Context: an optimization exercise on an open-source flow, tuned for small area and a short achievable clock period. The choices shown serve that exercise and are no tape-out recipe. Function not checked in this run: the RTL went through the layout flow alone. No activity file was given, so power comes from the tool's default toggle rates.

<file path="flow/run.sh">
#!/bin/bash
# Own layout flow: the standard ORFS flow (standard.sh), with the input and
# output port buffers made of plain buf_2 cells (the default picks a delay cell).
set -euo pipefail
export BUFFER_PORTS_ARGS="-buffer_cell sky130_fd_sc_hd__buf_2"
bash standard.sh > standard.log 2>&1
</file>
<file path="standard.sh">
#!/bin/bash
# synth_recipe.tcl (not shown) runs the flow's synth.tcl, then flattens the netlist and writes it again
# the make line also repeats each setting of config.mk as NAME=value (left out here)
make -C /OpenROAD-flow-scripts/flow DESIGN_CONFIG=/design/flow/config.mk WORK_HOME=/design/flow/orfs CLKGATE_MAP_FILE= SYNTH_SCRIPT=/design/flow/synth_recipe.tcl "${@:-finish}"
</file>
<file path="config.mk">
export PLATFORM = sky130hd
export DESIGN_NAME = vedicmult_16bit
export DESIGN_NICKNAME = vedicmult_16bit
export VERILOG_FILES = /design/flow/design.v
export SDC_FILE = /design/flow/constraint.sdc
export NUM_CORES = 4
export LEC_CHECK = 0
export CAP_MARGIN = 20
export CORE_MARGIN = 2
export CORE_UTILIZATION = 40
export CTS_BUF_LIST = sky130_fd_sc_hd__clkbuf_2 sky130_fd_sc_hd__clkbuf_4
export SLEW_MARGIN = 20
export SYNTH_HIERARCHICAL = 1
export SYNTH_MINIMUM_KEEP_SIZE = 0
</file>
<file path="constraint.sdc">
create_clock -name core_clock -period 17.0 [get_ports {clk}]
set_input_delay 3.4000 -clock core_clock [delete_from_list [all_inputs] [get_ports {clk}]]
set_output_delay 3.4000 -clock core_clock [all_outputs]
set_load 0.01 [all_outputs]
</file>
<file path="design.v">
module vedicmult_16bit(input [15:0] a, b,
input clk, reset,
output reg [31:0] out);
wire one1;
wire two2;
wire neg3;
wire pp4;
wire pp5;
wire pp6;
wire pp7;
wire pp8;
wire pp9;
wire pp10;
wire pp11;
wire pp12;
wire pp13;
wire pp14;
wire pp15;
wire pp16;
wire pp17;
wire pp18;
wire pp19;
wire pp20;
wire pp21;
wire pp22;
wire pp23;
wire pp24;
wire one25;
wire two26;
wire neg27;
wire pp28;
wire pp29;
wire pp30;
wire pp31;
wire pp32;
wire pp33;
wire pp34;
wire pp35;
wire pp36;
wire pp37;
wire pp38;
wire pp39;
wire pp40;
wire pp41;
wire pp42;
wire pp43;
wire pp44;
wire pp45;
wire pp46;
wire one47;
wire two48;
wire neg49;
wire pp50;
wire pp51;
wire pp52;
wire pp53;
wire pp54;
wire pp55;
wire pp56;
wire pp57;
wire pp58;
wire pp59;
wire pp60;
wire pp61;
wire pp62;
wire pp63;
wire pp64;
wire pp65;
wire pp66;
wire pp67;
wire pp68;
wire one69;
wire two70;
wire neg71;
wire pp72;
wire pp73;
wire pp74;
wire pp75;
wire pp76;
wire pp77;
wire pp78;
wire pp79;
wire pp80;
wire pp81;
wire pp82;
wire pp83;
wire pp84;
wire pp85;
wire pp86;
wire pp87;
wire pp88;
wire pp89;
wire pp90;
wire one91;
wire two92;
wire neg93;
wire pp94;
wire pp95;
wire pp96;
wire pp97;
wire pp98;
wire pp99;
wire pp100;
wire pp101;
wire pp102;
wire pp103;
wire pp104;
wire pp105;
wire pp106;
wire pp107;
wire pp108;
wire pp109;
wire pp110;
wire pp111;
wire pp112;
wire one113;
wire two114;
wire neg115;
wire pp116;
wire pp117;
wire pp118;
wire pp119;
wire pp120;
wire pp121;
wire pp122;
wire pp123;
wire pp124;
wire pp125;
wire pp126;
wire pp127;
wire pp128;
wire pp129;
wire pp130;
wire pp131;
wire pp132;
wire pp133;
wire pp134;
wire one135;
wire two136;
wire neg137;
wire pp138;
wire pp139;
wire pp140;
wire pp141;
wire pp142;
wire pp143;
wire pp144;
wire pp145;
wire pp146;
wire pp147;
wire pp148;
wire pp149;
wire pp150;
wire pp151;
wire pp152;
wire pp153;
wire pp154;
wire pp155;
wire pp156;
wire one157;
wire two158;
wire neg159;
wire pp160;
wire pp161;
wire pp162;
wire pp163;
wire pp164;
wire pp165;
wire pp166;
wire pp167;
wire pp168;
wire pp169;
wire pp170;
wire pp171;
wire pp172;
wire pp173;
wire pp174;
wire pp175;
wire pp176;
wire pp177;
wire pp178;
wire pp179;
wire pp180;
wire pp181;
wire pp182;
wire pp183;
wire pp184;
wire pp185;
wire pp186;
wire pp187;
wire pp188;
wire pp189;
wire pp190;
wire pp191;
wire pp192;
wire pp193;
wire pp194;
wire pp195;
wire pp196;
wire pp197;
wire pp198;
wire pp199;
wire pp200;
wire pp201;
wire pp202;
wire pp203;
wire pp204;
wire pp205;
wire pp206;
wire s207;
wire c208;
wire s209;
wire c210;
wire s211;
wire c212;
wire s213;
wire c214;
wire s215;
wire c216;
wire s217;
wire c218;
wire s219;
wire c220;
wire s221;
wire c222;
wire s223;
wire c224;
wire s225;
wire c226;
wire s227;
wire c228;
wire s229;
wire c230;
wire s231;
wire c232;
wire s233;
wire c234;
wire s235;
wire c236;
wire s237;
wire c238;
wire s239;
wire c240;
wire s241;
wire c242;
wire s243;
wire c244;
wire s245;
wire c246;
wire s247;
wire c248;
wire s249;
wire c250;
wire s251;
wire c252;
wire s253;
wire c254;
wire s255;
wire c256;
wire s257;
wire c258;
wire s259;
wire c260;
wire s261;
wire c262;
wire s263;
wire c264;
wire s265;
wire c266;
wire s267;
wire c268;
wire s269;
wire c270;
wire s271;
wire c272;
wire s273;
wire c274;
wire s275;
wire c276;
wire s277;
wire c278;
wire s279;
wire c280;
wire s281;
wire c282;
wire s283;
wire c284;
wire s285;
wire c286;
wire s287;
wire c288;
wire s289;
wire c290;
wire s291;
wire c292;
wire s293;
wire c294;
wire s295;
wire c296;
wire s297;
wire c298;
wire s299;
wire c300;
wire s301;
wire c302;
wire s303;
wire c304;
wire s305;
wire c306;
wire s307;
wire c308;
wire s309;
wire c310;
wire s311;
wire c312;
wire s313;
wire c314;
wire s315;
wire c316;
wire s317;
wire c318;
wire s319;
wire c320;
wire s321;
wire c322;
wire s323;
wire c324;
wire s325;
wire c326;
wire s327;
wire c328;
wire s329;
wire c330;
wire s331;
wire c332;
wire s333;
wire c334;
wire s335;
wire c336;
wire s337;
wire c338;
wire s339;
wire c340;
wire s341;
wire c342;
wire s343;
wire c344;
wire s345;
wire c346;
wire s347;
wire c348;
wire s349;
wire c350;
wire s351;
wire c352;
wire s353;
wire c354;
wire s355;
wire c356;
wire s357;
wire c358;
wire s359;
wire c360;
wire s361;
wire c362;
wire s363;
wire c364;
wire s365;
wire c366;
wire s367;
wire c368;
wire s369;
wire c370;
wire s371;
wire c372;
wire s373;
wire c374;
wire s375;
wire c376;
wire s377;
wire c378;
wire s379;
wire c380;
wire s381;
wire c382;
wire s383;
wire c384;
wire s385;
wire c386;
wire s387;
wire c388;
wire s389;
wire c390;
wire s391;
wire c392;
wire s393;
wire c394;
wire s395;
wire c396;
wire s397;
wire c398;
wire s399;
wire c400;
wire s401;
wire c402;
wire s403;
wire c404;
wire s405;
wire c406;
wire s407;
wire c408;
wire s409;
wire c410;
wire s411;
wire c412;
wire s413;
wire c414;
wire s415;
wire c416;
wire s417;
wire c418;
wire s419;
wire c420;
wire s421;
wire c422;
wire s423;
wire c424;
wire s425;
wire c426;
wire s427;
wire c428;
wire s429;
wire c430;
wire s431;
wire c432;
wire s433;
wire c434;
wire s435;
wire c436;
wire s437;
wire c438;
wire s439;
wire c440;
wire s441;
wire c442;
wire s443;
wire c444;
wire s445;
wire c446;
wire s447;
wire c448;
wire s449;
wire c450;
wire s451;
wire c452;
wire s453;
wire c454;
wire s455;
wire c456;
wire s457;
wire c458;
wire s459;
wire c460;
wire s461;
wire c462;
wire s463;
wire c464;
wire s465;
wire c466;
wire s467;
wire c468;
wire s469;
wire c470;
wire s471;
wire c472;
wire s473;
wire c474;
wire s475;
wire c476;
wire ci477;
wire p478;
wire g479;
wire p480;
wire p481;
wire g482;
wire p483;
wire p484;
wire g485;
wire p486;
wire p487;
wire g488;
wire p489;
wire g490;
wire p491;
wire g492;
wire p493;
wire g494;
wire p495;
wire g496;
wire p497;
wire g498;
wire p499;
wire g500;
wire p501;
wire g502;
wire p503;
wire g504;
wire p505;
wire g506;
wire p507;
wire g508;
wire p509;
wire g510;
wire p511;
wire g512;
wire p513;
wire g514;
wire p515;
wire g516;
wire p517;
wire g518;
wire p519;
wire g520;
wire g521;
wire p522;
wire g523;
wire p524;
wire g525;
wire p526;
wire g527;
wire p528;
wire g529;
wire p530;
wire g531;
wire p532;
wire g533;
wire p534;
wire g535;
wire p536;
wire g537;
wire p538;
wire g539;
wire p540;
wire g541;
wire p542;
wire g543;
wire p544;
wire g545;
wire p546;
wire g547;
wire p548;
wire g549;
wire p550;
wire g551;
wire p552;
wire g553;
wire p554;
wire g555;
wire p556;
wire g557;
wire p558;
wire g559;
wire p560;
wire g561;
wire p562;
wire g563;
wire p564;
wire g565;
wire p566;
wire g567;
wire p568;
wire g569;
wire p570;
wire g571;
wire p572;
wire g573;
wire p574;
wire g575;
wire p576;
wire g577;
wire p578;
wire g579;
wire p580;
wire g581;
wire p582;
wire g583;
wire p584;
wire g585;
wire p586;
wire g587;
wire p588;
wire g589;
wire p590;
wire g591;
wire p592;
wire g593;
wire p594;
wire g595;
wire p596;
wire g597;
wire p598;
wire g599;
wire p600;
wire g601;
wire p602;
wire g603;
wire p604;
wire g605;
wire p606;
wire g607;
wire p608;
wire g609;
wire p610;
wire g611;
wire p612;
wire g613;
wire p614;
wire g615;
wire p616;
wire o617;
wire o618;
wire o619;
wire o620;
wire o621;
wire o622;
wire o623;
wire o624;
wire o625;
wire o626;
wire o627;
wire o628;
wire o629;
wire o630;
wire o631;
wire o632;
wire o633;
wire o634;
wire o635;
wire o636;
wire o637;
wire o638;
wire o639;
assign one1 = b[0] ^ 1'b0;
assign two2 = (b[1] & ~b[0] & ~1'b0) | (~b[1] & b[0] & 1'b0);
assign neg3 = b[1];
assign pp4 = ((one1 & a[0])) ^ neg3;
assign pp5 = ((one1 & a[1]) | (two2 & a[0])) ^ neg3;
assign pp6 = ((one1 & a[2]) | (two2 & a[1])) ^ neg3;
assign pp7 = ((one1 & a[3]) | (two2 & a[2])) ^ neg3;
assign pp8 = ((one1 & a[4]) | (two2 & a[3])) ^ neg3;
assign pp9 = ((one1 & a[5]) | (two2 & a[4])) ^ neg3;
assign pp10 = ((one1 & a[6]) | (two2 & a[5])) ^ neg3;
assign pp11 = ((one1 & a[7]) | (two2 & a[6])) ^ neg3;
assign pp12 = ((one1 & a[8]) | (two2 & a[7])) ^ neg3;
assign pp13 = ((one1 & a[9]) | (two2 & a[8])) ^ neg3;
assign pp14 = ((one1 & a[10]) | (two2 & a[9])) ^ neg3;
assign pp15 = ((one1 & a[11]) | (two2 & a[10])) ^ neg3;
assign pp16 = ((one1 & a[12]) | (two2 & a[11])) ^ neg3;
assign pp17 = ((one1 & a[13]) | (two2 & a[12])) ^ neg3;
assign pp18 = ((one1 & a[14]) | (two2 & a[13])) ^ neg3;
assign pp19 = ((one1 & a[15]) | (two2 & a[14])) ^ neg3;
assign pp20 = ((two2 & a[15])) ^ neg3;
assign pp21 = neg3;
assign pp22 = neg3;
assign pp23 = neg3;
assign pp24 = ~neg3;
assign one25 = b[2] ^ b[1];
assign two26 = (b[3] & ~b[2] & ~b[1]) | (~b[3] & b[2] & b[1]);
assign neg27 = b[3];
assign pp28 = ((one25 & a[0])) ^ neg27;
assign pp29 = ((one25 & a[1]) | (two26 & a[0])) ^ neg27;
assign pp30 = ((one25 & a[2]) | (two26 & a[1])) ^ neg27;
assign pp31 = ((one25 & a[3]) | (two26 & a[2])) ^ neg27;
assign pp32 = ((one25 & a[4]) | (two26 & a[3])) ^ neg27;
assign pp33 = ((one25 & a[5]) | (two26 & a[4])) ^ neg27;
assign pp34 = ((one25 & a[6]) | (two26 & a[5])) ^ neg27;
assign pp35 = ((one25 & a[7]) | (two26 & a[6])) ^ neg27;
assign pp36 = ((one25 & a[8]) | (two26 & a[7])) ^ neg27;
assign pp37 = ((one25 & a[9]) | (two26 & a[8])) ^ neg27;
assign pp38 = ((one25 & a[10]) | (two26 & a[9])) ^ neg27;
assign pp39 = ((one25 & a[11]) | (two26 & a[10])) ^ neg27;
assign pp40 = ((one25 & a[12]) | (two26 & a[11])) ^ neg27;
assign pp41 = ((one25 & a[13]) | (two26 & a[12])) ^ neg27;
assign pp42 = ((one25 & a[14]) | (two26 & a[13])) ^ neg27;
assign pp43 = ((one25 & a[15]) | (two26 & a[14])) ^ neg27;
assign pp44 = ((two26 & a[15])) ^ neg27;
assign pp45 = neg27;
assign pp46 = ~neg27;
assign one47 = b[4] ^ b[3];
assign two48 = (b[5] & ~b[4] & ~b[3]) | (~b[5] & b[4] & b[3]);
assign neg49 = b[5];
assign pp50 = ((one47 & a[0])) ^ neg49;
assign pp51 = ((one47 & a[1]) | (two48 & a[0])) ^ neg49;
assign pp52 = ((one47 & a[2]) | (two48 & a[1])) ^ neg49;
assign pp53 = ((one47 & a[3]) | (two48 & a[2])) ^ neg49;
assign pp54 = ((one47 & a[4]) | (two48 & a[3])) ^ neg49;
assign pp55 = ((one47 & a[5]) | (two48 & a[4])) ^ neg49;
assign pp56 = ((one47 & a[6]) | (two48 & a[5])) ^ neg49;
assign pp57 = ((one47 & a[7]) | (two48 & a[6])) ^ neg49;
assign pp58 = ((one47 & a[8]) | (two48 & a[7])) ^ neg49;
assign pp59 = ((one47 & a[9]) | (two48 & a[8])) ^ neg49;
assign pp60 = ((one47 & a[10]) | (two48 & a[9])) ^ neg49;
assign pp61 = ((one47 & a[11]) | (two48 & a[10])) ^ neg49;
assign pp62 = ((one47 & a[12]) | (two48 & a[11])) ^ neg49;
assign pp63 = ((one47 & a[13]) | (two48 & a[12])) ^ neg49;
assign pp64 = ((one47 & a[14]) | (two48 & a[13])) ^ neg49;
assign pp65 = ((one47 & a[15]) | (two48 & a[14])) ^ neg49;
assign pp66 = ((two48 & a[15])) ^ neg49;
assign pp67 = neg49;
assign pp68 = ~neg49;
assign one69 = b[6] ^ b[5];
assign two70 = (b[7] & ~b[6] & ~b[5]) | (~b[7] & b[6] & b[5]);
assign neg71 = b[7];
assign pp72 = ((one69 & a[0])) ^ neg71;
assign pp73 = ((one69 & a[1]) | (two70 & a[0])) ^ neg71;
assign pp74 = ((one69 & a[2]) | (two70 & a[1])) ^ neg71;
assign pp75 = ((one69 & a[3]) | (two70 & a[2])) ^ neg71;
assign pp76 = ((one69 & a[4]) | (two70 & a[3])) ^ neg71;
assign pp77 = ((one69 & a[5]) | (two70 & a[4])) ^ neg71;
assign pp78 = ((one69 & a[6]) | (two70 & a[5])) ^ neg71;
assign pp79 = ((one69 & a[7]) | (two70 & a[6])) ^ neg71;
assign pp80 = ((one69 & a[8]) | (two70 & a[7])) ^ neg71;
assign pp81 = ((one69 & a[9]) | (two70 & a[8])) ^ neg71;
assign pp82 = ((one69 & a[10]) | (two70 & a[9])) ^ neg71;
assign pp83 = ((one69 & a[11]) | (two70 & a[10])) ^ neg71;
assign pp84 = ((one69 & a[12]) | (two70 & a[11])) ^ neg71;
assign pp85 = ((one69 & a[13]) | (two70 & a[12])) ^ neg71;
assign pp86 = ((one69 & a[14]) | (two70 & a[13])) ^ neg71;
assign pp87 = ((one69 & a[15]) | (two70 & a[14])) ^ neg71;
assign pp88 = ((two70 & a[15])) ^ neg71;
assign pp89 = neg71;
assign pp90 = ~neg71;
assign one91 = b[8] ^ b[7];
assign two92 = (b[9] & ~b[8] & ~b[7]) | (~b[9] & b[8] & b[7]);
assign neg93 = b[9];
assign pp94 = ((one91 & a[0])) ^ neg93;
assign pp95 = ((one91 & a[1]) | (two92 & a[0])) ^ neg93;
assign pp96 = ((one91 & a[2]) | (two92 & a[1])) ^ neg93;
assign pp97 = ((one91 & a[3]) | (two92 & a[2])) ^ neg93;
assign pp98 = ((one91 & a[4]) | (two92 & a[3])) ^ neg93;
assign pp99 = ((one91 & a[5]) | (two92 & a[4])) ^ neg93;
assign pp100 = ((one91 & a[6]) | (two92 & a[5])) ^ neg93;
assign pp101 = ((one91 & a[7]) | (two92 & a[6])) ^ neg93;
assign pp102 = ((one91 & a[8]) | (two92 & a[7])) ^ neg93;
assign pp103 = ((one91 & a[9]) | (two92 & a[8])) ^ neg93;
assign pp104 = ((one91 & a[10]) | (two92 & a[9])) ^ neg93;
assign pp105 = ((one91 & a[11]) | (two92 & a[10])) ^ neg93;
assign pp106 = ((one91 & a[12]) | (two92 & a[11])) ^ neg93;
assign pp107 = ((one91 & a[13]) | (two92 & a[12])) ^ neg93;
assign pp108 = ((one91 & a[14]) | (two92 & a[13])) ^ neg93;
assign pp109 = ((one91 & a[15]) | (two92 & a[14])) ^ neg93;
assign pp110 = ((two92 & a[15])) ^ neg93;
assign pp111 = neg93;
assign pp112 = ~neg93;
assign one113 = b[10] ^ b[9];
assign two114 = (b[11] & ~b[10] & ~b[9]) | (~b[11] & b[10] & b[9]);
assign neg115 = b[11];
assign pp116 = ((one113 & a[0])) ^ neg115;
assign pp117 = ((one113 & a[1]) | (two114 & a[0])) ^ neg115;
assign pp118 = ((one113 & a[2]) | (two114 & a[1])) ^ neg115;
assign pp119 = ((one113 & a[3]) | (two114 & a[2])) ^ neg115;
assign pp120 = ((one113 & a[4]) | (two114 & a[3])) ^ neg115;
assign pp121 = ((one113 & a[5]) | (two114 & a[4])) ^ neg115;
assign pp122 = ((one113 & a[6]) | (two114 & a[5])) ^ neg115;
assign pp123 = ((one113 & a[7]) | (two114 & a[6])) ^ neg115;
assign pp124 = ((one113 & a[8]) | (two114 & a[7])) ^ neg115;
assign pp125 = ((one113 & a[9]) | (two114 & a[8])) ^ neg115;
assign pp126 = ((one113 & a[10]) | (two114 & a[9])) ^ neg115;
assign pp127 = ((one113 & a[11]) | (two114 & a[10])) ^ neg115;
assign pp128 = ((one113 & a[12]) | (two114 & a[11])) ^ neg115;
assign pp129 = ((one113 & a[13]) | (two114 & a[12])) ^ neg115;
assign pp130 = ((one113 & a[14]) | (two114 & a[13])) ^ neg115;
assign pp131 = ((one113 & a[15]) | (two114 & a[14])) ^ neg115;
assign pp132 = ((two114 & a[15])) ^ neg115;
assign pp133 = neg115;
assign pp134 = ~neg115;
assign one135 = b[12] ^ b[11];
assign two136 = (b[13] & ~b[12] & ~b[11]) | (~b[13] & b[12] & b[11]);
assign neg137 = b[13];
assign pp138 = ((one135 & a[0])) ^ neg137;
assign pp139 = ((one135 & a[1]) | (two136 & a[0])) ^ neg137;
assign pp140 = ((one135 & a[2]) | (two136 & a[1])) ^ neg137;
assign pp141 = ((one135 & a[3]) | (two136 & a[2])) ^ neg137;
assign pp142 = ((one135 & a[4]) | (two136 & a[3])) ^ neg137;
assign pp143 = ((one135 & a[5]) | (two136 & a[4])) ^ neg137;
assign pp144 = ((one135 & a[6]) | (two136 & a[5])) ^ neg137;
assign pp145 = ((one135 & a[7]) | (two136 & a[6])) ^ neg137;
assign pp146 = ((one135 & a[8]) | (two136 & a[7])) ^ neg137;
assign pp147 = ((one135 & a[9]) | (two136 & a[8])) ^ neg137;
assign pp148 = ((one135 & a[10]) | (two136 & a[9])) ^ neg137;
assign pp149 = ((one135 & a[11]) | (two136 & a[10])) ^ neg137;
assign pp150 = ((one135 & a[12]) | (two136 & a[11])) ^ neg137;
assign pp151 = ((one135 & a[13]) | (two136 & a[12])) ^ neg137;
assign pp152 = ((one135 & a[14]) | (two136 & a[13])) ^ neg137;
assign pp153 = ((one135 & a[15]) | (two136 & a[14])) ^ neg137;
assign pp154 = ((two136 & a[15])) ^ neg137;
assign pp155 = neg137;
assign pp156 = ~neg137;
assign one157 = b[14] ^ b[13];
assign two158 = (b[15] & ~b[14] & ~b[13]) | (~b[15] & b[14] & b[13]);
assign neg159 = b[15];
assign pp160 = ((one157 & a[0])) ^ neg159;
assign pp161 = ((one157 & a[1]) | (two158 & a[0])) ^ neg159;
assign pp162 = ((one157 & a[2]) | (two158 & a[1])) ^ neg159;
assign pp163 = ((one157 & a[3]) | (two158 & a[2])) ^ neg159;
assign pp164 = ((one157 & a[4]) | (two158 & a[3])) ^ neg159;
assign pp165 = ((one157 & a[5]) | (two158 & a[4])) ^ neg159;
assign pp166 = ((one157 & a[6]) | (two158 & a[5])) ^ neg159;
assign pp167 = ((one157 & a[7]) | (two158 & a[6])) ^ neg159;
assign pp168 = ((one157 & a[8]) | (two158 & a[7])) ^ neg159;
assign pp169 = ((one157 & a[9]) | (two158 & a[8])) ^ neg159;
assign pp170 = ((one157 & a[10]) | (two158 & a[9])) ^ neg159;
assign pp171 = ((one157 & a[11]) | (two158 & a[10])) ^ neg159;
assign pp172 = ((one157 & a[12]) | (two158 & a[11])) ^ neg159;
assign pp173 = ((one157 & a[13]) | (two158 & a[12])) ^ neg159;
assign pp174 = ((one157 & a[14]) | (two158 & a[13])) ^ neg159;
assign pp175 = ((one157 & a[15]) | (two158 & a[14])) ^ neg159;
assign pp176 = ((two158 & a[15])) ^ neg159;
assign pp177 = neg159;
assign pp178 = ~neg159;
assign pp179 = a[0] & b[15];
assign pp180 = a[1] & b[15];
assign pp181 = a[2] & b[15];
assign pp182 = a[3] & b[15];
assign pp183 = a[4] & b[15];
assign pp184 = a[5] & b[15];
assign pp185 = a[6] & b[15];
assign pp186 = a[7] & b[15];
assign pp187 = a[8] & b[15];
assign pp188 = a[9] & b[15];
assign pp189 = a[10] & b[15];
assign pp190 = a[11] & b[15];
assign pp191 = a[12] & b[15];
assign pp192 = a[13] & b[15];
assign pp193 = a[14] & b[15];
assign pp194 = a[15] & b[15];
assign pp195 = ~(a[4] & b[15]);
assign pp196 = a[4] & b[15];
assign pp197 = ~(a[6] & b[15]);
assign pp198 = a[6] & b[15];
assign pp199 = ~(a[8] & b[15]);
assign pp200 = a[8] & b[15];
assign pp201 = ~(a[10] & b[15]);
assign pp202 = a[10] & b[15];
assign pp203 = ~(a[12] & b[15]);
assign pp204 = a[12] & b[15];
assign pp205 = ~(a[14] & b[15]);
assign pp206 = a[14] & b[15];
FA u_s207 (.x(pp45), .y(pp6), .z(pp28), .s(s207), .c(c208));
FA u_s209 (.x(pp7), .y(pp29), .z(c208), .s(s209), .c(c210));
FA u_s211 (.x(pp67), .y(pp8), .z(pp30), .s(s211), .c(c212));
FA u_s213 (.x(pp50), .y(s211), .z(c210), .s(s213), .c(c214));
FA u_s215 (.x(pp9), .y(pp31), .z(pp51), .s(s215), .c(c216));
FA u_s217 (.x(c212), .y(s215), .z(c214), .s(s217), .c(c218));
FA u_s219 (.x(pp89), .y(pp10), .z(pp32), .s(s219), .c(c220));
FA u_s221 (.x(pp52), .y(pp72), .z(c216), .s(s221), .c(c222));
FA u_s223 (.x(s219), .y(s221), .z(c218), .s(s223), .c(c224));
FA u_s225 (.x(pp11), .y(pp33), .z(pp53), .s(s225), .c(c226));
FA u_s227 (.x(pp73), .y(c220), .z(s225), .s(s227), .c(c228));
HA u_s229 (.x(c222), .y(s227), .s(s229), .c(c230));
FA u_s231 (.x(pp111), .y(pp12), .z(pp34), .s(s231), .c(c232));
FA u_s233 (.x(pp54), .y(pp74), .z(pp94), .s(s233), .c(c234));
FA u_s235 (.x(c226), .y(s231), .z(s233), .s(s235), .c(c236));
FA u_s237 (.x(c228), .y(s235), .z(c230), .s(s237), .c(c238));
FA u_s239 (.x(pp13), .y(pp35), .z(pp55), .s(s239), .c(c240));
FA u_s241 (.x(pp75), .y(pp95), .z(c232), .s(s241), .c(c242));
FA u_s243 (.x(c234), .y(s239), .z(s241), .s(s243), .c(c244));
FA u_s245 (.x(c236), .y(s243), .z(c238), .s(s245), .c(c246));
FA u_s247 (.x(pp133), .y(pp14), .z(pp36), .s(s247), .c(c248));
FA u_s249 (.x(pp56), .y(pp76), .z(pp96), .s(s249), .c(c250));
FA u_s251 (.x(pp116), .y(c240), .z(s247), .s(s251), .c(c252));
FA u_s253 (.x(s249), .y(c242), .z(s251), .s(s253), .c(c254));
HA u_s255 (.x(c244), .y(s253), .s(s255), .c(c256));
FA u_s257 (.x(pp15), .y(pp37), .z(pp57), .s(s257), .c(c258));
FA u_s259 (.x(pp77), .y(pp97), .z(pp117), .s(s259), .c(c260));
FA u_s261 (.x(c248), .y(c250), .z(s257), .s(s261), .c(c262));
FA u_s263 (.x(s259), .y(c252), .z(s261), .s(s263), .c(c264));
FA u_s265 (.x(c254), .y(s263), .z(c256), .s(s265), .c(c266));
FA u_s267 (.x(pp155), .y(pp16), .z(pp38), .s(s267), .c(c268));
FA u_s269 (.x(pp58), .y(pp78), .z(pp98), .s(s269), .c(c270));
FA u_s271 (.x(pp118), .y(pp138), .z(c258), .s(s271), .c(c272));
FA u_s273 (.x(c260), .y(s267), .z(s269), .s(s273), .c(c274));
FA u_s275 (.x(c262), .y(s271), .z(s273), .s(s275), .c(c276));
HA u_s277 (.x(c264), .y(s275), .s(s277), .c(c278));
FA u_s279 (.x(pp17), .y(pp39), .z(pp59), .s(s279), .c(c280));
FA u_s281 (.x(pp79), .y(pp99), .z(pp119), .s(s281), .c(c282));
FA u_s283 (.x(pp139), .y(c268), .z(c270), .s(s283), .c(c284));
FA u_s285 (.x(s279), .y(s281), .z(c272), .s(s285), .c(c286));
FA u_s287 (.x(c274), .y(s283), .z(s285), .s(s287), .c(c288));
FA u_s289 (.x(c276), .y(c278), .z(s287), .s(s289), .c(c290));
FA u_s291 (.x(pp177), .y(pp18), .z(pp40), .s(s291), .c(c292));
FA u_s293 (.x(pp60), .y(pp80), .z(pp100), .s(s293), .c(c294));
FA u_s295 (.x(pp120), .y(pp140), .z(pp160), .s(s295), .c(c296));
FA u_s297 (.x(c280), .y(c282), .z(s291), .s(s297), .c(c298));
FA u_s299 (.x(s293), .y(s295), .z(c284), .s(s299), .c(c300));
FA u_s301 (.x(s297), .y(c286), .z(s299), .s(s301), .c(c302));
HA u_s303 (.x(c288), .y(s301), .s(s303), .c(c304));
FA u_s305 (.x(pp19), .y(pp41), .z(pp61), .s(s305), .c(c306));
FA u_s307 (.x(pp81), .y(pp101), .z(pp121), .s(s307), .c(c308));
FA u_s309 (.x(pp141), .y(pp161), .z(c292), .s(s309), .c(c310));
FA u_s311 (.x(c294), .y(c296), .z(s305), .s(s311), .c(c312));
FA u_s313 (.x(s307), .y(c298), .z(s309), .s(s313), .c(c314));
FA u_s315 (.x(s311), .y(c300), .z(s313), .s(s315), .c(c316));
FA u_s317 (.x(c302), .y(s315), .z(c304), .s(s317), .c(c318));
FA u_s319 (.x(pp179), .y(pp20), .z(pp42), .s(s319), .c(c320));
FA u_s321 (.x(pp62), .y(pp82), .z(pp102), .s(s321), .c(c322));
FA u_s323 (.x(pp122), .y(pp142), .z(pp162), .s(s323), .c(c324));
FA u_s325 (.x(c306), .y(c308), .z(s319), .s(s325), .c(c326));
FA u_s327 (.x(s321), .y(s323), .z(c310), .s(s327), .c(c328));
FA u_s329 (.x(c312), .y(s325), .z(s327), .s(s329), .c(c330));
FA u_s331 (.x(c314), .y(s329), .z(c316), .s(s331), .c(c332));
FA u_s333 (.x(pp22), .y(pp180), .z(pp43), .s(s333), .c(c334));
FA u_s335 (.x(pp63), .y(pp83), .z(pp103), .s(s335), .c(c336));
FA u_s337 (.x(pp123), .y(pp143), .z(pp163), .s(s337), .c(c338));
FA u_s339 (.x(c320), .y(c322), .z(c324), .s(s339), .c(c340));
FA u_s341 (.x(s333), .y(s335), .z(s337), .s(s341), .c(c342));
FA u_s343 (.x(c326), .y(s339), .z(s341), .s(s343), .c(c344));
FA u_s345 (.x(c328), .y(s343), .z(c330), .s(s345), .c(c346));
FA u_s347 (.x(pp23), .y(pp181), .z(pp44), .s(s347), .c(c348));
FA u_s349 (.x(pp64), .y(pp84), .z(pp104), .s(s349), .c(c350));
FA u_s351 (.x(pp124), .y(pp144), .z(pp164), .s(s351), .c(c352));
FA u_s353 (.x(c334), .y(c336), .z(c338), .s(s353), .c(c354));
FA u_s355 (.x(s347), .y(s349), .z(s351), .s(s355), .c(c356));
FA u_s357 (.x(c340), .y(c342), .z(s353), .s(s357), .c(c358));
FA u_s359 (.x(s355), .y(c344), .z(s357), .s(s359), .c(c360));
FA u_s361 (.x(pp24), .y(pp46), .z(pp182), .s(s361), .c(c362));
FA u_s363 (.x(pp65), .y(pp85), .z(pp105), .s(s363), .c(c364));
FA u_s365 (.x(pp125), .y(pp145), .z(pp165), .s(s365), .c(c366));
FA u_s367 (.x(s361), .y(c348), .z(c350), .s(s367), .c(c368));
FA u_s369 (.x(c352), .y(s363), .z(s365), .s(s369), .c(c370));
FA u_s371 (.x(c354), .y(s367), .z(c356), .s(s371), .c(c372));
FA u_s373 (.x(s369), .y(c358), .z(s371), .s(s373), .c(c374));
FA u_s375 (.x(pp195), .y(pp66), .z(pp86), .s(s375), .c(c376));
FA u_s377 (.x(pp106), .y(pp126), .z(pp146), .s(s377), .c(c378));
FA u_s379 (.x(pp166), .y(c362), .z(c364), .s(s379), .c(c380));
FA u_s381 (.x(c366), .y(s375), .z(s377), .s(s381), .c(c382));
FA u_s383 (.x(c368), .y(s379), .z(c370), .s(s383), .c(c384));
FA u_s385 (.x(s381), .y(c372), .z(s383), .s(s385), .c(c386));
FA u_s387 (.x(pp68), .y(pp184), .z(pp196), .s(s387), .c(c388));
FA u_s389 (.x(pp87), .y(pp107), .z(pp127), .s(s389), .c(c390));
FA u_s391 (.x(pp147), .y(pp167), .z(s387), .s(s391), .c(c392));
FA u_s393 (.x(c376), .y(c378), .z(s389), .s(s393), .c(c394));
FA u_s395 (.x(s391), .y(c380), .z(c382), .s(s395), .c(c396));
FA u_s397 (.x(s393), .y(c384), .z(s395), .s(s397), .c(c398));
FA u_s399 (.x(pp197), .y(pp88), .z(pp108), .s(s399), .c(c400));
FA u_s401 (.x(pp128), .y(pp148), .z(pp168), .s(s401), .c(c402));
FA u_s403 (.x(c388), .y(c390), .z(s399), .s(s403), .c(c404));
FA u_s405 (.x(s401), .y(c392), .z(c394), .s(s405), .c(c406));
FA u_s407 (.x(s403), .y(c396), .z(s405), .s(s407), .c(c408));
FA u_s409 (.x(pp90), .y(pp186), .z(pp198), .s(s409), .c(c410));
FA u_s411 (.x(pp109), .y(pp129), .z(pp149), .s(s411), .c(c412));
FA u_s413 (.x(pp169), .y(s409), .z(c400), .s(s413), .c(c414));
FA u_s415 (.x(c402), .y(s411), .z(c404), .s(s415), .c(c416));
FA u_s417 (.x(s413), .y(c406), .z(s415), .s(s417), .c(c418));
FA u_s419 (.x(pp199), .y(pp110), .z(pp130), .s(s419), .c(c420));
FA u_s421 (.x(pp150), .y(pp170), .z(c410), .s(s421), .c(c422));
FA u_s423 (.x(c412), .y(s419), .z(s421), .s(s423), .c(c424));
FA u_s425 (.x(c414), .y(s423), .z(c416), .s(s425), .c(c426));
FA u_s427 (.x(pp112), .y(pp188), .z(pp200), .s(s427), .c(c428));
FA u_s429 (.x(pp131), .y(pp151), .z(pp171), .s(s429), .c(c430));
FA u_s431 (.x(s427), .y(c420), .z(s429), .s(s431), .c(c432));
FA u_s433 (.x(c422), .y(s431), .z(c424), .s(s433), .c(c434));
FA u_s435 (.x(pp201), .y(pp132), .z(pp152), .s(s435), .c(c436));
FA u_s437 (.x(pp172), .y(c428), .z(c430), .s(s437), .c(c438));
FA u_s439 (.x(s435), .y(c432), .z(s437), .s(s439), .c(c440));
FA u_s441 (.x(pp134), .y(pp190), .z(pp202), .s(s441), .c(c442));
FA u_s443 (.x(pp153), .y(pp173), .z(s441), .s(s443), .c(c444));
FA u_s445 (.x(c436), .y(s443), .z(c438), .s(s445), .c(c446));
FA u_s447 (.x(pp203), .y(pp154), .z(pp174), .s(s447), .c(c448));
FA u_s449 (.x(c442), .y(s447), .z(c444), .s(s449), .c(c450));
FA u_s451 (.x(pp156), .y(pp192), .z(pp204), .s(s451), .c(c452));
FA u_s453 (.x(pp175), .y(s451), .z(c448), .s(s453), .c(c454));
FA u_s455 (.x(pp205), .y(pp176), .z(c452), .s(s455), .c(c456));
FA u_s457 (.x(pp178), .y(pp194), .z(pp206), .s(s457), .c(c458));
HA u_s459 (.x(pp4), .y(pp21), .s(s459), .c(c460));
HA u_s461 (.x(pp5), .y(c460), .s(s461), .c(c462));
HA u_s463 (.x(s207), .y(c462), .s(s463), .c(c464));
HA u_s465 (.x(s209), .y(c464), .s(s465), .c(c466));
HA u_s467 (.x(s213), .y(c466), .s(s467), .c(c468));
HA u_s469 (.x(s217), .y(c468), .s(s469), .c(c470));
HA u_s471 (.x(s223), .y(c470), .s(s471), .c(c472));
FA u_s473 (.x(c224), .y(s229), .z(c472), .s(s473), .c(c474));
HA u_s475 (.x(s237), .y(c474), .s(s475), .c(c476));
assign ci477 = c476;
assign p478 = s245;
A2 u_g479 (.x(c246), .y(s255), .o(g479));
X2 u_p480 (.x(c246), .y(s255), .o(p480));
assign p481 = s265;
A2 u_g482 (.x(c266), .y(s277), .o(g482));
X2 u_p483 (.x(c266), .y(s277), .o(p483));
assign p484 = s289;
A2 u_g485 (.x(c290), .y(s303), .o(g485));
X2 u_p486 (.x(c290), .y(s303), .o(p486));
assign p487 = s317;
A2 u_g488 (.x(c318), .y(s331), .o(g488));
X2 u_p489 (.x(c318), .y(s331), .o(p489));
A2 u_g490 (.x(c332), .y(s345), .o(g490));
X2 u_p491 (.x(c332), .y(s345), .o(p491));
A2 u_g492 (.x(c346), .y(s359), .o(g492));
X2 u_p493 (.x(c346), .y(s359), .o(p493));
A2 u_g494 (.x(c360), .y(s373), .o(g494));
X2 u_p495 (.x(c360), .y(s373), .o(p495));
A2 u_g496 (.x(c374), .y(s385), .o(g496));
X2 u_p497 (.x(c374), .y(s385), .o(p497));
A2 u_g498 (.x(c386), .y(s397), .o(g498));
X2 u_p499 (.x(c386), .y(s397), .o(p499));
A2 u_g500 (.x(c398), .y(s407), .o(g500));
X2 u_p501 (.x(c398), .y(s407), .o(p501));
A2 u_g502 (.x(c408), .y(s417), .o(g502));
X2 u_p503 (.x(c408), .y(s417), .o(p503));
A2 u_g504 (.x(c418), .y(s425), .o(g504));
X2 u_p505 (.x(c418), .y(s425), .o(p505));
A2 u_g506 (.x(c426), .y(s433), .o(g506));
X2 u_p507 (.x(c426), .y(s433), .o(p507));
A2 u_g508 (.x(c434), .y(s439), .o(g508));
X2 u_p509 (.x(c434), .y(s439), .o(p509));
A2 u_g510 (.x(c440), .y(s445), .o(g510));
X2 u_p511 (.x(c440), .y(s445), .o(p511));
A2 u_g512 (.x(c446), .y(s449), .o(g512));
X2 u_p513 (.x(c446), .y(s449), .o(p513));
A2 u_g514 (.x(c450), .y(s453), .o(g514));
X2 u_p515 (.x(c450), .y(s453), .o(p515));
A2 u_g516 (.x(c454), .y(s455), .o(g516));
X2 u_p517 (.x(c454), .y(s455), .o(p517));
A2 u_g518 (.x(c456), .y(s457), .o(g518));
X2 u_p519 (.x(c456), .y(s457), .o(p519));
assign g520 = 1'b0 | (p478 & ci477);
assign g521 = g479 | (p480 & g520);
assign p522 = p480 & p478;
assign g523 = g482 | (p483 & 1'b0);
assign p524 = p483 & p481;
assign g525 = g485 | (p486 & 1'b0);
assign p526 = p486 & p484;
assign g527 = g488 | (p489 & 1'b0);
assign p528 = p489 & p487;
assign g529 = g492 | (p493 & g490);
assign p530 = p493 & p491;
assign g531 = g496 | (p497 & g494);
assign p532 = p497 & p495;
assign g533 = g500 | (p501 & g498);
assign p534 = p501 & p499;
assign g535 = g504 | (p505 & g502);
assign p536 = p505 & p503;
assign g537 = g508 | (p509 & g506);
assign p538 = p509 & p507;
assign g539 = g512 | (p513 & g510);
assign p540 = p513 & p511;
assign g541 = g516 | (p517 & g514);
assign p542 = p517 & p515;
assign g543 = 1'b0 | (p481 & g521);
assign p544 = p481 & p522;
assign g545 = g523 | (p524 & g521);
assign p546 = p524 & p522;
assign g547 = 1'b0 | (p487 & g525);
assign p548 = p487 & p526;
assign g549 = g527 | (p528 & g525);
assign p550 = p528 & p526;
assign g551 = g494 | (p495 & g529);
assign p552 = p495 & p530;
assign g553 = g531 | (p532 & g529);
assign p554 = p532 & p530;
assign g555 = g502 | (p503 & g533);
assign p556 = p503 & p534;
assign g557 = g535 | (p536 & g533);
assign p558 = p536 & p534;
assign g559 = g510 | (p511 & g537);
assign p560 = p511 & p538;
assign g561 = g539 | (p540 & g537);
assign p562 = p540 & p538;
assign g563 = g518 | (p519 & g541);
assign p564 = p519 & p542;
assign g565 = 1'b0 | (p484 & g545);
assign p566 = p484 & p546;
assign g567 = g525 | (p526 & g545);
assign p568 = p526 & p546;
assign g569 = g547 | (p548 & g545);
assign p570 = p548 & p546;
assign g571 = g549 | (p550 & g545);
assign p572 = p550 & p546;
assign g573 = g498 | (p499 & g553);
assign p574 = p499 & p554;
assign g575 = g533 | (p534 & g553);
assign p576 = p534 & p554;
assign g577 = g555 | (p556 & g553);
assign p578 = p556 & p554;
assign g579 = g557 | (p558 & g553);
assign p580 = p558 & p554;
assign g581 = g514 | (p515 & g561);
assign p582 = p515 & p562;
assign g583 = g541 | (p542 & g561);
assign p584 = p542 & p562;
assign g585 = g563 | (p564 & g561);
assign p586 = p564 & p562;
assign g587 = g490 | (p491 & g571);
assign p588 = p491 & p572;
assign g589 = g529 | (p530 & g571);
assign p590 = p530 & p572;
assign g591 = g551 | (p552 & g571);
assign p592 = p552 & p572;
assign g593 = g553 | (p554 & g571);
assign p594 = p554 & p572;
assign g595 = g573 | (p574 & g571);
assign p596 = p574 & p572;
assign g597 = g575 | (p576 & g571);
assign p598 = p576 & p572;
assign g599 = g577 | (p578 & g571);
assign p600 = p578 & p572;
assign g601 = g579 | (p580 & g571);
assign p602 = p580 & p572;
assign g603 = g506 | (p507 & g601);
assign p604 = p507 & p602;
assign g605 = g537 | (p538 & g601);
assign p606 = p538 & p602;
assign g607 = g559 | (p560 & g601);
assign p608 = p560 & p602;
assign g609 = g561 | (p562 & g601);
assign p610 = p562 & p602;
assign g611 = g581 | (p582 & g601);
assign p612 = p582 & p602;
assign g613 = g583 | (p584 & g601);
assign p614 = p584 & p602;
assign g615 = g585 | (p586 & g601);
assign p616 = p586 & p602;
assign o617 = p478 ^ ci477;
assign o618 = p480 ^ g520;
assign o619 = p481 ^ g521;
assign o620 = p483 ^ g543;
assign o621 = p484 ^ g545;
assign o622 = p486 ^ g565;
assign o623 = p487 ^ g567;
assign o624 = p489 ^ g569;
assign o625 = p491 ^ g571;
assign o626 = p493 ^ g587;
assign o627 = p495 ^ g589;
assign o628 = p497 ^ g591;
assign o629 = p499 ^ g593;
assign o630 = p501 ^ g595;
assign o631 = p503 ^ g597;
assign o632 = p505 ^ g599;
assign o633 = p507 ^ g601;
assign o634 = p509 ^ g603;
assign o635 = p511 ^ g605;
assign o636 = p513 ^ g607;
assign o637 = p515 ^ g609;
assign o638 = p517 ^ g611;
assign o639 = p519 ^ g613;
wire [31:0] prod = {o639, o638, o637, o636, o635, o634, o633, o632, o631, o630, o629, o628, o627, o626, o625, o624, o623, o622, o621, o620, o619, o618, o617, s475, s473, s471, s469, s467, s465, s463, s461, s459};
always @(posedge clk) begin
  if (reset) out <= prod;
  else out <= 32'd0;
end
endmodule
module FA(input x, y, z, output s, c);
assign s = x ^ y ^ z;
assign c = (x & y) | (x & z) | (y & z);
endmodule
module HA(input x, y, output s, c);
assign s = x ^ y;
assign c = x & y;
endmodule
module X2(input x, y, output o);
assign o = x ^ y;
endmodule
module A2(input x, y, output o);
assign o = x & y;
endmodule
</file>
==> run summary <==
# TYPE chip_impl_metric gauge
chip_impl_info{name="outcome",value="no timing/DRC/antenna violations"} 1
chip_impl_metric{name="fillers",unit=""} 2089
chip_impl_metric{name="worst_pin_slew",unit="ps"} 917
chip_impl_metric{name="cts.repair_timing.setup_buffer_count",unit=""} 0
chip_impl_info{name="regMostFlops",value="out"} 1
chip_impl_metric{name="syn2layout_area_growth",unit="%"} 3.99
chip_impl_metric{name="proportion_of_netlist_area_held_by_the_largest_area_contributor",unit="%"} 29.4
chip_impl_metric{name="yosysSeqAreaShare",unit="%"} 7.66
chip_impl_info{name="largestRegisters",value="out: 32 flops"} 1
chip_impl_metric{name="cts_inserted_buffers",unit=""} 5
chip_impl_metric{name="boundaryPins",unit=""} 66
chip_impl_metric{name="finalPower",unit="W"} 0.00169
chip_impl_metric{name="firstDrtPassIters",unit=""} 5
chip_impl_metric{name="finalHoldViolations",unit=""} 0
chip_impl_metric{name="cellLeakagePower",unit="nW"} 3.64
chip_impl_info{name="timing_worst_setup_path_type",value="primary input to register"} 1
chip_impl_metric{name="ctsResizeCount",unit=""} 0
chip_impl_metric{name="total_nets_after_synthesis",unit=""} 1286
chip_impl_metric{name="finalInstanceArea",unit="mm2"} 0.00870
chip_impl_info{name="timing.critical_path.cells",value="buf_2 > and2_1 > nand2_1 > a21oi_1 > nor2_1 > a221oi_1 > fa_1 > fa_1 > fa_1 > fa_1 > ha_1 > fa_1 > ha_1 > ha_1 > ha_1 > o211a_1 > o41ai_4 > o31ai_4 > a31oi_1 > inv_1 > ha_1 > or3_1 > and3_1"} 1
chip_impl_metric{name="gp_congestion",unit=""} 0.848
chip_impl_metric{name="die_height",unit="um"} 149
chip_impl_info{name="hold_path_class",value="primary input to register"} 1
chip_impl_metric{name="die_area",unit="mm2"} 0.0221
chip_impl_metric{name="avgSynthCellArea",unit="um2"} 7.53
chip_impl_info{name="timing.critical_path.max_delay_family",value="adder cells"} 1
chip_impl_metric{name="global_route_wire_length_before_repair",unit="um"} 40500
chip_impl_metric{name="finalMaxSlewViolations",unit=""} 0
chip_impl_metric{name="post-route-min-period",unit="ps"} 9530
chip_impl_metric{name="netlist-cell-type-count",unit=""} 45
chip_impl_info{name="post_synth_most_frequent_cells",value="nand2_1, fa_1, a21oi_1"} 1
chip_impl_info{name="synth.area.top_cells",value="fa_1, a221oi_1, nand2_1"} 1
chip_impl_metric{name="fin_tns_setup",unit="ps"} 0
chip_impl_metric{name="fp.dieW",unit="um"} 149
chip_impl_metric{name="drc",unit=""} 0
chip_impl_metric{name="max_cap_viol_count",unit=""} 0
chip_impl_info{name="cts_root_buf",value="clkbuf_4"} 1
chip_impl_metric{name="grt_overflow",unit=""} 0
chip_impl_metric{name="core-area",unit="mm2"} 0.0204
chip_impl_metric{name="cp_slowest_stage_delay",unit="ps"} 500
chip_impl_metric{name="synth_enable_flop_cells",unit=""} 0
chip_impl_metric{name="final_net_count",unit=""} 1239
chip_impl_metric{name="drt.antenna.violating_nets",unit=""} 0
chip_impl_metric{name="route.vias.total",unit=""} 7807
chip_impl_metric{name="combinational_group_share_of_total_power",unit="%"} 89.1
chip_impl_metric{name="number_of_flip_flops_in_the_largest_register",unit=""} 32
chip_impl_metric{name="power.switching",unit="W"} 0.000868
chip_impl_metric{name="dpl_worst_slack",unit="ps"} 7080
chip_impl_metric{name="grt_antenna_before_repair",unit=""} 0
chip_impl_info{name="synth.most_common_cell",value="nand2_1"} 1
chip_impl_metric{name="clk_pin_slew_worst_paths",unit="ps"} 100
chip_impl_metric{name="worst_ep_required_time",unit="ps"} 17270
chip_impl_metric{name="maximum_number_of_pins_on_one_net_before_global_route_repair",unit=""} 39
chip_impl_metric{name="netSwitchingFraction",unit="%"} 51.3
chip_impl_info{name="most_used_flip_flop_cell_after_synthesis",value="dfxtp_1"} 1
chip_impl_info{name="critPathCaptureType",value="register"} 1
chip_impl_metric{name="initial_core_util",unit="%"} 41.1
chip_impl_metric{name="sequentialPowerShare",unit="%"} 7.2
chip_impl_metric{name="crit_fanout",unit=""} 25
chip_impl_metric{name="critical_path_arrival",unit="ps"} 9800
chip_impl_info{name="tritoncts",value="yes"} 1
chip_impl_metric{name="total_of_flip_flops_plus_latches_after_synthesis",unit=""} 32
chip_impl_metric{name="critical_path.n_buffers_inverters",unit=""} 2
chip_impl_metric{name="achievable-frequency",unit="MHz"} 105
chip_impl_info{name="setup_repair_after_global_routing_missed_its_margin",value="false"} 1
chip_impl_metric{name="synth-warning-count",unit=""} 7
chip_impl_metric{name="grt_use_total",unit="%"} 23.1
chip_impl_metric{name="synthesized_instance_count",unit=""} 1111
chip_impl_metric{name="p_int",unit="W"} 0.000823
chip_impl_metric{name="cts.htree.levels",unit=""} 2
chip_impl_metric{name="post_drt_wl_per_cell",unit="um"} 18.6
chip_impl_metric{name="final_worst_path_cycle_share",unit="%"} 56.1
chip_impl_metric{name="finalWirelength",unit="um"} 24900
chip_impl_metric{name="floorplan.rows",unit=""} 52
chip_impl_metric{name="setup_violations",unit=""} 0
chip_impl_metric{name="share_of_post_route_cells_with_drive_strength_above_1",unit="%"} 9.01
chip_impl_metric{name="synth.cell_area",unit="mm2"} 0.00837
chip_impl_metric{name="synth-async-reset-ratio",unit="%"} 0
chip_impl_metric{name="insertedDiodeCount",unit=""} 0
chip_impl_info{name="cpMaxStageDelayCell",value="and2_1"} 1
chip_impl_metric{name="place_area",unit="mm2"} 0.00861
chip_impl_metric{name="cts_sinks",unit=""} 32
chip_impl_metric{name="dpl.hpwl",unit="um"} 17800
chip_impl_info{name="setup.worst_path.start_class",value="primary input"} 1
chip_impl_metric{name="vias_per_cell",unit=""} 5.85
chip_impl_metric{name="power.share.clock",unit="%"} 3.7
chip_impl_metric{name="grt_pass1_vias",unit=""} 7416
chip_impl_metric{name="drt-initial-drc-count",unit=""} 622
chip_impl_metric{name="irDropWorstVdd",unit="mV"} 0.167
chip_impl_metric{name="number_of_buffers_on_the_longest_clock_path",unit=""} 2
chip_impl_metric{name="cts.hold.buffers_added",unit=""} 0
chip_impl_metric{name="final.setup.worst_slack",unit="ps"} 7470
chip_impl_metric{name="slew-limit-headroom",unit="%"} 38.7
chip_impl_info{name="post-synth-top-area-cell",value="fa_1"} 1
chip_impl_metric{name="numPortBuffers",unit=""} 65
chip_impl_metric{name="cellPowerDensity",unit="mW/mm2"} 194
chip_impl_metric{name="layout.core_utilization",unit="%"} 42.7
-- cell usage in the layout, fill, tap and decap left out, types with 5 or more instances in the layout --
cell type | synthesis | final
and3_1 | 5 | 5
buf_2 | 9 | 65
xor2_1 | 29 | 29
nand2_1 | 243 | 243
a21oi_1 | 122 | 122
and2_1 | 63 | 63
ha_1 | 18 | 18
a221oi_1 | 105 | 105
dfxtp_1 | 32 | 32
clkbuf_4 | 0 | 6
inv_1 | 18 | 18
nand2b_1 | 5 | 5
xnor2_1 | 12 | 12
nor2b_1 | 8 | 8
a22o_1 | 15 | 15
mux2i_1 | 21 | 21
nor2_1 | 118 | 114
o22ai_1 | 7 | 7
buf_4 | 1 | 8
fa_1 | 123 | 123
-- final timing paths --
kind	startpoint	to	slack [ps]	depth (start not counted)
setup / recovery	b[1]	out[26]	7470	23
hold / removal	reset	out[29]	3550	3
-- power groups by stage --
| stage | logic (W) | clock network [W] | registers, W |
|---|---|---|---|
| 6_report | 0.00151 | 0.0000623 | 0.000121 |
| 5_1_grt | 0.00171 | 0.0000702 | 0.000125 |
| 4_1_cts | 0.00152 | 0.0000660 | 0.000122 |
| 3_5_place_dp | 0.00151 | 0 | 0.000123 |
| 3_3_place_gp | 0.00150 | 0 | 0.000123 |
| 2_1_floorplan | 0.00119 | 0 | 0.000140 |
-- routing by layer --
metal / wire, um / track usage, %
met5: 0 / 0
met2: 12100 / 38.8
met3: 1280 / 2.33
met1: 10500 / 30.8
met4: 1020 / 9.24
-- cell type report --
class                      instances  area, um2  share of cell area [%]
timing repair buffer              74        397                    4.56
sequential                        32        641                    7.36
inverter                          18       67.6                   0.776
clock buffer                       6       45.0                   0.518
tap                              270        338                    3.88
clock inverter                     2       35.0                   0.403
multi-input combinational        933       7180                    82.5
-- Yosys stat by module (local to each module, per instance) --
| module | cells | times used | flip-flops and latches |
|---|---|---|---|
| vedicmult_16bit | 939 | 1 | 32 |
| FA | 1 | 123 | 0 |
| HA | 1 | 12 | 0 |
| X2 | 1 | 19 | 0 |
| A2 | 1 | 18 | 0 |
-- through the flow --
stage | hold WS [ps] | cells
3_3_place_gp | 3800 | 1326
5_1_grt | 3580 | 1335
3_5_place_dp | 3790 | 1326
2_1_floorplan | 3560 | 1111
6_report | 3550 | 1335
4_1_cts | 3530 | 1334
-- kinds of logic after synthesis --
family                     Yosys count  synth area share, %
and+or+nand+nor                    456                 23.3
AOI/OAI and AO/OA                  274                 23.4
buffers and inverters              146                 6.73
adders and majority gates          141                 32.1
xor gates and xnor gates            41                 4.29
DFF                                 32                 7.66
muxes                               21                 2.51

## separate check: timing with driven ports
The flow's constraints put no driver on any port. The routed layout listed below was extracted and timed again, unchanged, in two steps. Step 1 (the two cells are an assumption about what drives the block):
set clk [get_ports {clk}]
set_driving_cell -lib_cell sky130_fd_sc_hd__clkbuf_16 $clk
set_driving_cell -lib_cell sky130_fd_sc_hd__buf_2 [delete_from_list [all_inputs] $clk]
Step 2 also shifts input and output timing later by t, the mid clock arrival at the registers, as if the neighbouring blocks saw the same clock. Slacks: ideal / step 1 / step 2; pairs: ideal / step 1.
shift t [ns]: 0.401
setup slack, ns: 7.468 / 7.483 / 7.082
worst setup path at the end: input to register
cell pins on the clock port's net: 1
After both steps setup and hold are still met in this run. The setup slack of this run moves by +0.015 ns with the drivers and by -0.386 ns with both steps.
